Background: an optimization exercise with open tools, aiming at small area, a short achievable clock period and few clock cycles. Do not read the settings as production practice. In this exercise RTL edits were held to simulation tests only and were not proved equivalent to the original.

==> flow/design.v (excerpt) <==
module Milestone1(
		input  logic        CLOCK_50,
		input  logic        Resetn,
		input  logic        start,
		output logic        finish,
		input  logic [15:0] SRAM_read_data,
		output logic [17:0] SRAM_address,
		output logic [15:0] SRAM_write_data,
		output logic        SRAM_we_n
);
localparam logic [1:0] S_IDLE = 2'd0, S_PRO = 2'd1, S_RUN = 2'd2, S_DONE = 2'd3;
logic [1:0]  state;
logic [3:0]  ph;         
logic [6:0]  kcol;       
logic [15:0] ya;         
logic [16:0] rgb;        
logic [7:0]  wu [0:5];
logic [7:0]  wv [0:5];
logic [7:0]  pu, pv;     
logic [15:0] yw;         
logic [9:0]  vo;         
logic [7:0]  bbuf;       
wire run   = (state == S_RUN);
wire pro   = (state == S_PRO);
wire first = (kcol == 7'd0);
wire edge_dup = (kcol >= 7'd78);
logic        fsel_v;     
logic [7:0]  f0, f1, f2, f3, f4, f5;
logic [8:0]  fa, fb, fc;
logic [9:0]  fe1, fe2, fe3;
logic [11:0] fa5;
logic [8:0]  fbr;
always_comb begin
	if (fsel_v) begin
		f0 = wv[0]; f1 = wv[1]; f2 = wv[2]; f3 = wv[3]; f4 = wv[4]; f5 = wv[5];
	end else begin
		f0 = wu[0]; f1 = wu[1]; f2 = wu[2]; f3 = wu[3]; f4 = wu[4]; f5 = wu[5];
	end
	fa = {1'b0, f2} + {1'b0, f3};
	fb = {1'b0, f1} + {1'b0, f4};
	fc = {1'b0, f0} + {1'b0, f5};
end
always_ff @(posedge CLOCK_50) begin
	fe1 <= {1'b0, fc} - {1'b0, fa};
  ...
Settings: LEC_CHECK=0, CAP_MARGIN=20, CORE_MARGIN=2, CORE_UTILIZATION=60, SLEW_MARGIN=20, SYNTH_HIERARCHICAL=1, SYNTH_MINIMUM_KEEP_SIZE=0; clock period 11.5 ns.
standard.sh (not shown) runs the stock make flow with config.mk's settings and CLKGATE_MAP_FILE= SYNTH_SCRIPT=/design/flow/synth_recipe.tcl, a recipe that flattens the netlist after the stock synthesis.
==> flow/flow/run.sh <==
#!/bin/bash
# Standard layout (unchanged synthesis), with timing repair aiming for a
# setup slack margin so that the achieved period, not just 11.5 ns, is
# optimised.  Each run writes its full output to a log of its own.
set -euo pipefail
bash standard.sh SETUP_SLACK_MARGIN=8.0 finish > standard.log 2>&1
Testbench counts at the start, summed over its fixed seeds: cycles 775,684.
Next try:
--- a/flow/flow/run.sh
+++ b/flow/flow/run.sh
@@ -6 +6 @@
-bash standard.sh SETUP_SLACK_MARGIN=8.0 finish > standard.log 2>&1
+bash standard.sh SETUP_SLACK_MARGIN=7.5 finish > standard.log 2>&1
Outcome: Cell count went down by 2.6%; clock-buffer cell count is lower by 10; worst setup slack loses 0.17 ns; cell area decreases by 5.2%; sequential cell count stays the same.

* * *

## trial 30
Milestone1, a different RTL version from the one above (not shown whole).
Size: about 55 I/O pins.
make LEC_CHECK=0 CAP_MARGIN=20 CORE_MARGIN=2 CORE_UTILIZATION=40 SLEW_MARGIN=20 SYNTH_HIERARCHICAL=1 SYNTH_MINIMUM_KEEP_SIZE=0 finish   # period 11.5 ns
run.sh (not shown) runs the stock make flow with config.mk's settings and CLKGATE_MAP_FILE= SYNTH_SCRIPT=/design/flow/synth_recipe.tcl, a recipe that flattens the netlist after the stock synthesis.
Stock flow here: none of the scripts above is used.
Per the final summary, trial 30 finished and its layout is clean on timing, DRC and antenna.
Testbench counts of trial 30, summed over its fixed seeds: cycles 774,724.
Setup changes, trial 30 to build 75
- ABC_CLOCK_PERIOD_IN_PS now 4000, previously not set
==> run summary <==
Going from trial 30 to build 75, largest buffer count on any clock path stayed essentially flat, area of all placed cells without fillers stayed essentially flat.
From trial 30 to build 75 the numbers moved as follows: cell count level; sequential share of layout area level; wire length of the first global-routing pass level; data arrival time of the critical path level.
Trial 30 → build 75: number of max-slew violations in the final report held steady.
Diff build 75..trial 30 | post-route minimum period | unchanged

* * *

Another version of the RTL of Milestone1 (not shown whole).
Size in the first run: ~55 I/O pins.
Design Milestone1, start of the top module:
module Milestone1(
		input  logic        CLOCK_50,
		input  logic        Resetn,
		input  logic        start,
		output logic        finish,
		input  logic [15:0] SRAM_read_data,
		output logic [17:0] SRAM_address,
		output logic [15:0] SRAM_write_data,
		output logic        SRAM_we_n
);
localparam logic [1:0] S_IDLE = 2'd0, S_PRO = 2'd1, S_RUN = 2'd2, S_DONE = 2'd3;
logic [1:0]  state;
logic [3:0]  ph;         
logic [6:0]  kcol;       
logic [15:0] ya;         
logic [16:0] rgb;        
logic [7:0]  wu [0:5];
logic [7:0]  wv [0:5];
logic [7:0]  pu, pv;     
logic [15:0] yw;         
logic [9:0]  vo;         
logic [7:0]  bbuf;       
wire run   = (state == S_RUN);
wire pro   = (state == S_PRO);
wire first = (kcol == 7'd0);
wire edge_dup = (kcol >= 7'd78);
logic        fsel_v;     
logic [8:0]  fp1, fp2, fp3;
always_ff @(posedge CLOCK_50) begin
	if (fsel_v) begin
		fp1 <= {1'b0, wv[2]} + {1'b0, wv[3]};
		fp2 <= {1'b0, wv[1]} + {1'b0, wv[4]};
		fp3 <= {1'b0, wv[0]} + {1'b0, wv[5]};
	end else begin
		fp1 <= {1'b0, wu[2]} + {1'b0, wu[3]};
		fp2 <= {1'b0, wu[1]} + {1'b0, wu[4]};
  ...
==> flow/config.mk <==
export PLATFORM = sky130hd
export DESIGN_NAME = Milestone1
export DESIGN_NICKNAME = Milestone1
export VERILOG_FILES = /design/flow/design.v
export SDC_FILE = /design/flow/constraint.sdc
export NUM_CORES = 4
export LEC_CHECK = 0
export CAP_MARGIN = 20
export CORE_MARGIN = 2
export CORE_UTILIZATION = 40
export SLEW_MARGIN = 20
export SYNTH_HIERARCHICAL = 1
export SYNTH_MINIMUM_KEEP_SIZE = 0
==> flow/constraint.sdc <==
create_clock -name core_clock -period 11.5 [get_ports {CLOCK_50}]
set_input_delay 2.3000 -clock core_clock [delete_from_list [all_inputs] [get_ports {CLOCK_50}]]
set_output_delay 2.3000 -clock core_clock [all_outputs]
set_load 0.01 [all_outputs]
Testbench counts at the start, summed over its fixed seeds: cycles 775,684.
Then changed:
==> flow/flow/run.sh (new file) <==
#!/bin/bash
# Standard layout (unchanged synthesis), with timing repair aiming for a
# setup slack margin so that the achieved period, not just 11.5 ns, is
# optimised.  Each run writes its full output to a log of its own.
set -euo pipefail
bash standard.sh SETUP_SLACK_MARGIN=7.8 finish > standard.log 2>&1
==> flow/standard.sh (new file) <==
#!/bin/bash
# synth_recipe.tcl (not shown) runs the flow's synth.tcl, then flattens the netlist and writes it again
# the make line also repeats each setting of config.mk as NAME=value (left out here)
make -C /OpenROAD-flow-scripts/flow DESIGN_CONFIG=/design/flow/config.mk WORK_HOME=/design/flow/orfs CLKGATE_MAP_FILE= SYNTH_SCRIPT=/design/flow/synth_recipe.tcl "${@:-finish}"
removed: flow/run.sh
Result: Via count went up by 2.2%. Wire length went up by 2.1%. Synthesized cell count does not change.

-- what the ideal ports hide --
Ports are ideal in the flow. The routed layouts listed here were re-timed in OpenROAD. Step 1: set_driving_cell puts a clkbuf_16 on CLOCK_50 and a buf_2 on each other input, an assumption about the parent block. Step 2 also shifts input and output timing later by t, the mid clock arrival at the registers, as if the neighbouring blocks saw the same clock. Slacks: ideal ports / drivers / drivers and shift; pairs: ideal ports / drivers.
| run | t, ns | setup slack, ns | worst register clock-pin slew, ns |
|---|---|---|---|
| the first run of note 1 | 0.615 | 7.760 / 7.760 / 7.551 | 0.06 / 0.06 |
| the second run of note 1 | 0.624 | 7.590 / 7.532 / 7.538 | 0.07 / 0.07 |
| trial 30 | 0.643 | 5.120 / 5.120 / 5.120 | 0.08 / 0.08 |
| build 75 | 0.643 | 5.120 / 5.120 / 5.120 | 0.08 / 0.08 |
| the first run of note 3 | 0.631 | 6.539 / 6.539 / 6.539 | 0.07 / 0.07 |
| the second run of note 3 | 0.642 | 7.016 / 7.016 / 7.016 | 0.07 / 0.07 |
After both steps setup and hold are still met in every run listed. The setup slack of the first run of note 1, which loses most, moves by 0.000 ns with the drivers and by -0.209 ns with both steps.
